From an optimization exercise on the open Yosys and OpenROAD flow, aimed at small area, a short achievable clock period and few clock cycles per item; shortcuts taken in it are not production practice.
Function was checked by simulation only, so behaviour that the tests miss may differ from the original.
No activity file was given, so power comes from the tool's default toggle rates.

// huffmandecode
module huffmandecode(
clk,
huffrst,
code,
hufftable,
symaddr,
symdata,
huffdata,
hufflength,
hufffinish
    );
clock: 11.0 ns
lec_check: 0
cap_margin: 20
core_margin: 2
core_utilization: 40
slew_margin: 20
tns_end_percent: 5
standard.sh (not shown) runs the stock make flow with config.mk's settings and CLKGATE_MAP_FILE= SYNTH_SCRIPT=/design/flow/synth_recipe.tcl, a recipe that flattens the netlist after the stock synthesis.
==> flow/flow/run.sh <==
#!/bin/bash
# The standard layout (standard.sh) with three changes: synthesis maps with
# ABC on flow/abc.script (flow/synth.tcl), the ports get plain buf_1 buffers,
# and repair_timing aims below the clock period (setup margin).
set -euo pipefail
W=$(pwd)
export BUFFER_PORTS_ARGS="-buffer_cell sky130_fd_sc_hd__buf_1"
export SETUP_SLACK_MARGIN=7.6
export FLOW_ABC_SCRIPT=$W/flow/abc.script
sed "s#SYNTH_SCRIPT=[^ ]*#SYNTH_SCRIPT=$W/flow/synth.tcl#" standard.sh > synth_step.sh
bash synth_step.sh synth > synth.log 2>&1
bash standard.sh > standard.log 2>&1
==> flow/flow/abc.script <==
strash
dch -f
amap
strash
dch -f
amap
topo
stime -c
buffer -c
upsize -c
dnsize -c
==> flow/flow/synth.tcl <==
# The standard flow's synthesis script (synth_recipe.tcl), with ABC run on flow/abc.script
# (area-oriented mapping) instead of ORFS's speed or area script.
proc synth {args} { yosys synth -nofsm -noshare {*}$args }
proc abc {args} {
  set i [lsearch -exact $args -script]
  if {$i >= 0} { lset args [expr {$i + 1}] $::env(FLOW_ABC_SCRIPT) }
  yosys abc {*}$args
}
source $::env(SCRIPTS_DIR)/synth.tcl
# left out here: clear keep_hierarchy, flatten, clean up, hide names made inside functions, write 1_2_yosys.v
The baseline went through all stages and came out clean.
Testbench counts at the start, summed over its fixed seeds: cycles 9,412, items 2,048.
==> next run, changes <==
--- a/flow/flow/run.sh
+++ b/flow/flow/run.sh
@@ -6,5 +6,5 @@
 W=$(pwd)
 export BUFFER_PORTS_ARGS="-buffer_cell sky130_fd_sc_hd__buf_1"
-export SETUP_SLACK_MARGIN=7.6
+export SETUP_SLACK_MARGIN=8.0
 export FLOW_ABC_SCRIPT=$W/flow/abc.script
 sed "s#SYNTH_SCRIPT=[^ ]*#SYNTH_SCRIPT=$W/flow/synth.tcl#" standard.sh > synth_step.sh
==> flow/flow/abc.script (replaced) <==
strash
dch
amap
topo
stime -c
buffer -c
upsize -c
dnsize -c
After rerunning: The new run went through all stages and came out clean; sequential share of layout area falls by 0.71 points; die area rises by 1.4%; sequential power stays flat; final cell count rises by 0.31%; synthesized area rises by about 1.5%; worst setup slack improves by 0.035 ns; global-route usage falls by 1.2 points; design area rises by about 2.6%; fmax rises by 1.1%.
==> next run, changes <==
==> flow/flow/abc.script (replaced) <==
strash
dch -f
amap
strash
dch -f
amap
topo
stime -c
buffer -c
upsize -c
dnsize -c
--- a/flow/config.mk
+++ b/flow/config.mk
@@ -10,3 +10,3 @@
 export CORE_UTILIZATION = 40
 export SLEW_MARGIN = 20
-export TNS_END_PERCENT = 5
+export TNS_END_PERCENT = 20
Effect:
- power shrinks by 5.4%
- sequential cell count does not change
- clock power shrinks by about 10%
- final cell count shrinks by 0.30%
- global-route usage grows by 1.7 points
- hold slack improved by 0.037 ns
- utilization grows by 2.7 points
- synthesized cell count hardly moves
- cell area grows by 1.6%
==> next run, changes <==
--- a/flow/flow/run.sh
+++ b/flow/flow/run.sh
@@ -6,5 +6,5 @@
 W=$(pwd)
 export BUFFER_PORTS_ARGS="-buffer_cell sky130_fd_sc_hd__buf_1"
-export SETUP_SLACK_MARGIN=8.0
+export SETUP_SLACK_MARGIN=7.8
 export FLOW_ABC_SCRIPT=$W/flow/abc.script
 sed "s#SYNTH_SCRIPT=[^ ]*#SYNTH_SCRIPT=$W/flow/synth.tcl#" standard.sh > synth_step.sh
==> flow/flow/abc.script (replaced) <==
strash
dch
amap
topo
stime -c
buffer -c
upsize -c
dnsize -c
--- a/flow/config.mk
+++ b/flow/config.mk
@@ -10,3 +10,3 @@
 export CORE_UTILIZATION = 40
 export SLEW_MARGIN = 20
-export TNS_END_PERCENT = 20
+export TNS_END_PERCENT = 5
Wire length went down by 0.60%.
Worst setup slack improves by 0.011 ns.
Final cell count went up by 0.46%.

---

v35:
Starting RTL as in the previous note.
clock: 11.0 ns
lec_check: 0
cap_margin: 20
core_margin: 2
core_utilization: 40
slew_margin: 20
tns_end_percent: 5
==> flow/flow/run.sh <==
#!/bin/bash
# The standard layout (standard.sh) with three changes: synthesis maps with
# ABC on flow/abc.script (flow/synth.tcl), the ports get plain buf_1 buffers,
# and repair_timing aims below the clock period (setup margin).
set -euo pipefail
W=$(pwd)
export BUFFER_PORTS_ARGS="-buffer_cell sky130_fd_sc_hd__buf_1"
export SETUP_SLACK_MARGIN=7.7
export FLOW_ABC_SCRIPT=$W/flow/abc.script
sed "s#SYNTH_SCRIPT=[^ ]*#SYNTH_SCRIPT=$W/flow/synth.tcl#" standard.sh > synth_step.sh
bash synth_step.sh synth > synth.log 2>&1
bash standard.sh > standard.log 2>&1
==> flow/flow/abc.script <==
strash
dch -f
amap
strash
dch -f
amap
topo
stime -c
buffer -c
upsize -c
dnsize -c
Scripts as last shown in full above: flow/flow/synth.tcl
Testbench counts of v35, summed over its fixed seeds: cycles 9,412, items 2,048.
The inputs of v16 differ from those of v35 as listed below.
-- flow/flow/run.sh --
<<< v35, line 6
W=$(pwd)
export BUFFER_PORTS_ARGS="-buffer_cell sky130_fd_sc_hd__buf_1"
export SETUP_SLACK_MARGIN=7.7
export FLOW_ABC_SCRIPT=$W/flow/abc.script
sed "s#SYNTH_SCRIPT=[^ ]*#SYNTH_SCRIPT=$W/flow/synth.tcl#" standard.sh > synth_step.sh
>>> v16, line 6
W=$(pwd)
export BUFFER_PORTS_ARGS="-buffer_cell sky130_fd_sc_hd__buf_1"
export SETUP_SLACK_MARGIN=7.9
export FLOW_ABC_SCRIPT=$W/flow/abc.script
sed "s#SYNTH_SCRIPT=[^ ]*#SYNTH_SCRIPT=$W/flow/synth.tcl#" standard.sh > synth_step.sh
==> flow/flow/abc.script <==
strash
dch -f
amap
topo
stime -c
==> run notes <==
Higher met2 track demand over resource in global routing among v16 and v35: v16
Non-filler instance count after layout: v16 and v35 compared, lower one is v35
Going from v35 to v16, count of clock-buffer cells in the layout up 1, global placement routability congestion shows an increase of 0.052.
Synthesis-to-layout area growth ends up lower on v35.
Sort v16 and v35 by relative slew slack desc -> top: v35
v16 consumes more power than v35 does.
Combinational share of power (v16 over v35): increase, 4.7 points
The inputs of v30 differ from those of v16 as listed below.
- a deleted TNS_END_PERCENT that had been 5
-- flow/flow/run.sh --
<<< v16, line 6
W=$(pwd)
export BUFFER_PORTS_ARGS="-buffer_cell sky130_fd_sc_hd__buf_1"
export SETUP_SLACK_MARGIN=7.9
export FLOW_ABC_SCRIPT=$W/flow/abc.script
sed "s#SYNTH_SCRIPT=[^ ]*#SYNTH_SCRIPT=$W/flow/synth.tcl#" standard.sh > synth_step.sh
>>> v30, line 6
W=$(pwd)
export BUFFER_PORTS_ARGS="-buffer_cell sky130_fd_sc_hd__buf_1"
export SETUP_SLACK_MARGIN=8.1
export FLOW_ABC_SCRIPT=$W/flow/abc.script
sed "s#SYNTH_SCRIPT=[^ ]*#SYNTH_SCRIPT=$W/flow/synth.tcl#" standard.sh > synth_step.sh
==> flow/flow/abc.script <==
strash
dch -f
amap
strash
dch -f
amap
topo
stime -c
buffer -c
upsize -c
dnsize -c
--- outcome ---
Against v16 as the reference, v30 delivers a higher part of the total power dissipated in the clock network.
v30 gives more layout overhead on the synthesized area than v16 did.
Compared with v16, v30 shows biggest cell delay along the critical path lower by 0.08 ns.
Summary of v30 over v16: setup slack of the critical path after layout has increased, synthesized cell count rose by 11, number of enable-type register cells in the synthesized netlist flat, total chip power fell about 4%.
The following lists how v47 was set up differently from v30:
-- flow/flow/run.sh --
<<< v30, line 6
W=$(pwd)
export BUFFER_PORTS_ARGS="-buffer_cell sky130_fd_sc_hd__buf_1"
export SETUP_SLACK_MARGIN=8.1
export FLOW_ABC_SCRIPT=$W/flow/abc.script
sed "s#SYNTH_SCRIPT=[^ ]*#SYNTH_SCRIPT=$W/flow/synth.tcl#" standard.sh > synth_step.sh
>>> v47, line 6
W=$(pwd)
export BUFFER_PORTS_ARGS="-buffer_cell sky130_fd_sc_hd__buf_1"
export SETUP_SLACK_MARGIN=0
export FLOW_ABC_SCRIPT=$W/flow/abc.script
sed "s#SYNTH_SCRIPT=[^ ]*#SYNTH_SCRIPT=$W/flow/synth.tcl#" standard.sh > synth_step.sh
Result: PASS for each of v30 and v47. Between v30 and v47, the difference in latest clock arrival within the worst-skew pair is negligible. Comparing switching portion of total power for v30 and v47, the bigger number came from v30. Setup slack: v30 and v47 compared, lower one is v47. v47 vs v30 — detailed-router iteration count before antenna repair dropped 1. v47 does better than v30 on worst hold slack after final layout. Final-layout fill cell count was higher in v47 than in v30. Across both runs, arrival time reported for the critical path endpoint was higher for v47 than for v30.

---

Setup of violet:
Another version of the RTL of huffmandecode (not shown whole).
For scale: ~360 cells after synthesis, about 2600 um2 of cells after synthesis.
==> flow/config.mk <==
export PLATFORM = sky130hd
export DESIGN_NAME = huffmandecode
export DESIGN_NICKNAME = huffmandecode
export VERILOG_FILES = /design/flow/design.v
export SDC_FILE = /design/flow/constraint.sdc
export NUM_CORES = 8
export LEC_CHECK = 0
export CAP_MARGIN = 20
export CORE_MARGIN = 2
export CORE_UTILIZATION = 40
export CTS_BUF_LIST = sky130_fd_sc_hd__clkbuf_8 sky130_fd_sc_hd__clkbuf_4
export SLEW_MARGIN = 20
export TNS_END_PERCENT = 5
==> flow/constraint.sdc <==
create_clock -name core_clock -period 11.0 [get_ports {clk}]
set_input_delay 2.2000 -clock core_clock [delete_from_list [all_inputs] [get_ports {clk}]]
set_output_delay 2.2000 -clock core_clock [all_outputs]
set_load 0.01 [all_outputs]
==> flow/flow/run.sh <==
#!/bin/bash
# The standard layout (standard.sh) with three changes: synthesis maps with
# ABC on flow/abc.script (flow/synth.tcl), the ports get plain buf_1 buffers,
# and repair_timing aims below the clock period (setup margin).
set -euo pipefail
W=$(pwd)
export BUFFER_PORTS_ARGS="-buffer_cell sky130_fd_sc_hd__buf_1"
export SETUP_SLACK_MARGIN=7.9
export FLOW_ABC_SCRIPT=$W/flow/abc.script
sed "s#SYNTH_SCRIPT=[^ ]*#SYNTH_SCRIPT=$W/flow/synth.tcl#" standard.sh > synth_step.sh
# synthesis also leaves out the full and half adder cells (the platform list
# plus fa/ha): ABC builds the adders from plain gates, which is smaller here.
bash synth_step.sh "DONT_USE_CELLS=sky130_fd_sc_hd__probe_p_8 sky130_fd_sc_hd__probec_p_8 sky130_fd_sc_hd__lpflow_bleeder_1 sky130_fd_sc_hd__lpflow_clkbufkapwr_1 sky130_fd_sc_hd__lpflow_clkbufkapwr_16 sky130_fd_sc_hd__lpflow_clkbufkapwr_2 sky130_fd_sc_hd__lpflow_clkbufkapwr_4 sky130_fd_sc_hd__lpflow_clkbufkapwr_8 sky130_fd_sc_hd__lpflow_clkinvkapwr_1 sky130_fd_sc_hd__lpflow_clkinvkapwr_16 sky130_fd_sc_hd__lpflow_clkinvkapwr_2 sky130_fd_sc_hd__lpflow_clkinvkapwr_4 sky130_fd_sc_hd__lpflow_clkinvkapwr_8 sky130_fd_sc_hd__lpflow_decapkapwr_12 sky130_fd_sc_hd__lpflow_decapkapwr_3 sky130_fd_sc_hd__lpflow_decapkapwr_4 sky130_fd_sc_hd__lpflow_decapkapwr_6 sky130_fd_sc_hd__lpflow_decapkapwr_8 sky130_fd_sc_hd__lpflow_inputiso0n_1 sky130_fd_sc_hd__lpflow_inputiso0p_1 sky130_fd_sc_hd__lpflow_inputiso1n_1 sky130_fd_sc_hd__lpflow_inputiso1p_1 sky130_fd_sc_hd__lpflow_inputisolatch_1 sky130_fd_sc_hd__lpflow_isobufsrc_1 sky130_fd_sc_hd__lpflow_isobufsrc_16 sky130_fd_sc_hd__lpflow_isobufsrc_2 sky130_fd_sc_hd__lpflow_isobufsrc_4 sky130_fd_sc_hd__lpflow_isobufsrc_8 sky130_fd_sc_hd__lpflow_isobufsrckapwr_16 sky130_fd_sc_hd__lpflow_lsbuf_lh_hl_isowell_tap_1 sky130_fd_sc_hd__lpflow_lsbuf_lh_hl_isowell_tap_2 sky130_fd_sc_hd__lpflow_lsbuf_lh_hl_isowell_tap_4 sky130_fd_sc_hd__lpflow_lsbuf_lh_isowell_4 sky130_fd_sc_hd__lpflow_lsbuf_lh_isowell_tap_1 sky130_fd_sc_hd__lpflow_lsbuf_lh_isowell_tap_2 sky130_fd_sc_hd__lpflow_lsbuf_lh_isowell_tap_4 sky130_fd_sc_hd__fill_1 sky130_fd_sc_hd__fill_2 sky130_fd_sc_hd__fill_4 sky130_fd_sc_hd__fill_8 sky130_fd_sc_hd__fa_1 sky130_fd_sc_hd__fa_2 sky130_fd_sc_hd__fa_4 sky130_fd_sc_hd__ha_1 sky130_fd_sc_hd__ha_2 sky130_fd_sc_hd__ha_4" synth > synth.log 2>&1
bash standard.sh > standard.log 2>&1
==> flow/flow/abc.script <==
strash
dch -f
amap
strash
dch -f
amap
topo
stime -c
Scripts as last shown in full above: flow/flow/synth.tcl
violet: full flow OK, the timing, design-rule and antenna checks passed
Testbench counts of violet, summed over its fixed seeds: cycles 9,412, items 2,048.
The inputs of willow differ from those of violet as listed below.
- CTS_BUF_LIST: sky130_fd_sc_hd__clkbuf_8 sky130_fd_sc_hd__clkbuf_4 -> unset
diff --git a/flow/flow/run.sh b/flow/flow/run.sh
--- a/flow/flow/run.sh
+++ b/flow/flow/run.sh
@@ -6,5 +6,5 @@
 W=$(pwd)
 export BUFFER_PORTS_ARGS="-buffer_cell sky130_fd_sc_hd__buf_1"
-export SETUP_SLACK_MARGIN=7.9
+export SETUP_SLACK_MARGIN=8.0
 export FLOW_ABC_SCRIPT=$W/flow/abc.script
 sed "s#SYNTH_SCRIPT=[^ ]*#SYNTH_SCRIPT=$W/flow/synth.tcl#" standard.sh > synth_step.sh
- On global-route wire length before repair, violet and willow are neck and neck.
- willow against violet; cell area is up by a few percent.
- willow vs. violet: sequential share of layout area dropped 0.49 points; final core utilization saw an increase; switching component of the power saw an increase; worst setup slack went down by 0.011 ns.
- willow against violet; filler cell count in the final layout is down slightly.
- Summary of willow over violet: switching power as a share of total power up 0.62 points, wire length went up about 2.7%, number of non-clock buffers in the layout grew by 6.
Changes in cedar relative to willow:
diff --git a/flow/flow/run.sh b/flow/flow/run.sh
--- a/flow/flow/run.sh
+++ b/flow/flow/run.sh
@@ -6,5 +6,5 @@
 W=$(pwd)
 export BUFFER_PORTS_ARGS="-buffer_cell sky130_fd_sc_hd__buf_1"
-export SETUP_SLACK_MARGIN=8.0
+export SETUP_SLACK_MARGIN=7.8
 export FLOW_ABC_SCRIPT=$W/flow/abc.script
 sed "s#SYNTH_SCRIPT=[^ ]*#SYNTH_SCRIPT=$W/flow/synth.tcl#" standard.sh > synth_step.sh
## What came out
cedar: flow completed, timing, DRC and antenna clean. Sort cedar and willow by core utilization asc -> top: cedar. Total inserted antenna cells came out exactly the same in cedar and willow. On post-synthesis instance total, cedar and willow are basically level. The share of cell area taken by multi-input logic gates was comparable across cedar and willow. Capturing element of the worst setup path = sa[2]$_DFFE_PP_: willow; capturing element of the worst setup path = sa[1]$_DFFE_PP_: cedar.
Input changes introduced in quartz (baseline for comparison: cedar):
==> flow/flow/abc.script <==
strash
dch -f
amap
strash
dch -f
amap
topo
stime -c
buffer -c
upsize -c
dnsize -c
[summary]
quartz against cedar: post-placement cell area has increased, worst-case hold slack has increased, proportion of final cell area spent on non-clock buffers has decreased.
Relative to cedar, post-route minimum period has increased by 0.052 ns in quartz.
Diff quartz..cedar | final design area excluding fillers | negligible
Sort cedar and quartz by highest attainable clock frequency, ascending, and quartz comes first.
Note that the met3 wire length recorded for cedar amounts to 0.927 times the value seen in quartz.
Diff cedar -> quartz | number of nets in the final layout | down slightly
quartz reports a higher overall die width than cedar does.
Side by side, total power of the final layout turned out higher in quartz than in cedar.
Compared to cedar, quartz has synthesized area divided by synthesized cell count 3.6% higher.
Edits applied to the flow inputs when going from quartz to amber:
- changing TNS_END_PERCENT from 5 to 20
diff --git a/flow/flow/run.sh b/flow/flow/run.sh
--- a/flow/flow/run.sh
+++ b/flow/flow/run.sh
@@ -6,5 +6,5 @@
 W=$(pwd)
 export BUFFER_PORTS_ARGS="-buffer_cell sky130_fd_sc_hd__buf_1"
-export SETUP_SLACK_MARGIN=7.8
+export SETUP_SLACK_MARGIN=7.9
 export FLOW_ABC_SCRIPT=$W/flow/abc.script
 sed "s#SYNTH_SCRIPT=[^ ]*#SYNTH_SCRIPT=$W/flow/synth.tcl#" standard.sh > synth_step.sh
==> flow/flow/abc.script <==
strash
dch -f
amap
strash
dch -f
amap
topo
stime -c
==> run notes <==
Relative to quartz, the critical path depth of amber is lower by 2.
What quartz reported for netlist area before placement has to be multiplied by 0.942 to get the figure for amber.
Critical path capture point = sa[1]$_DFFE_PP_: quartz; critical path capture point = ca[3]$_DFF_P_: amber
Relative to quartz, share of the yosys chip area belonging to registers increased by 1.8 points in amber.
Vias: amber fewer than quartz
Summary of amber over quartz: global-route track usage on met2 shows an increase of 0.40 points, met1 track utilization from global routing shows an increase of 3.2 points.
#### Input delta (indigo over amber)
- a change of TNS_END_PERCENT from 20 to 5
Results
indigo vs. amber: filler cell count in the final layout picked up an extra 14; clock power down about 5%; portion of total power attributed to the clock network went down.
Total global routing track utilization: lower on amber
Power per standard cell area ends up higher on amber.
Number of cells on the worst reg-to-reg path (lower): amber
In the metrics for amber and indigo, the one carrying the higher number of vias in the routed layout is amber.
Per the comparison of indigo with amber, fraction of area in clock buffers and inverters fell by 0.25 points; register-to-register slack now sits lower; final non-filler cell total grew by about 0.32%.

[re-timing with driven ports]
The results above use ideal ports. As a check the final layouts listed here were re-extracted and re-timed, cells and wires unchanged.
Step 1 (the two cells are an assumption about what drives the block):
set clk [get_ports {clk}]
set_driving_cell -lib_cell sky130_fd_sc_hd__clkbuf_16 $clk
set_driving_cell -lib_cell sky130_fd_sc_hd__buf_2 [delete_from_list [all_inputs] $clk]
Step 2 moves the port delays by t, midway between the first and last clock arrival at a register: inputs arrive t later, outputs are due t later. That takes back most of the time a late clock gives input paths.
a / b / c = no drivers / after step 1 / after step 2; a / b = the first two.
| run | t, ns | setup slack, ns | worst slew at a driven data input, ns |
|---|---|---|---|
| the first run of note 1 | 0.332 | 7.802 / 7.804 / 7.473 | 0.07 |
| the second run of note 1 | 0.337 | 7.838 / 7.849 / 7.512 | 0.06 |
| the third run of note 1 | 0.330 | 7.826 / 7.821 / 7.491 | 0.06 |
| the fourth run of note 1 | 0.337 | 7.837 / 7.848 / 7.511 | 0.06 |
| v35 | 0.328 | 7.818 / 7.823 / 7.495 | 0.10 |
| v16 | 0.324 | 7.796 / 7.784 / 7.460 | 0.07 |
| v30 | 0.328 | 7.816 / 7.806 / 7.478 | 0.06 |
| v47 | 0.320 | 7.526 / 7.524 / 7.204 | 0.06 |
| violet | 0.317 | 7.815 / 7.798 / 7.504 | 0.06 |
| willow | 0.312 | 7.803 / 7.807 / 7.495 | 0.06 |
| cedar | 0.315 | 7.793 / 7.771 / 7.487 | 0.06 |
| quartz | 0.309 | 7.741 / 7.720 / 7.434 | 0.06 |
| amber | 0.309 | 7.829 / 7.810 / 7.527 | 0.05 |
| indigo | 0.310 | 7.796 / 7.799 / 7.489 | 0.06 |
After both steps setup and hold are still met in every run listed. For v30, which loses most, drivers alone change the setup slack by -0.010 ns; drivers and shift together by -0.338 ns.
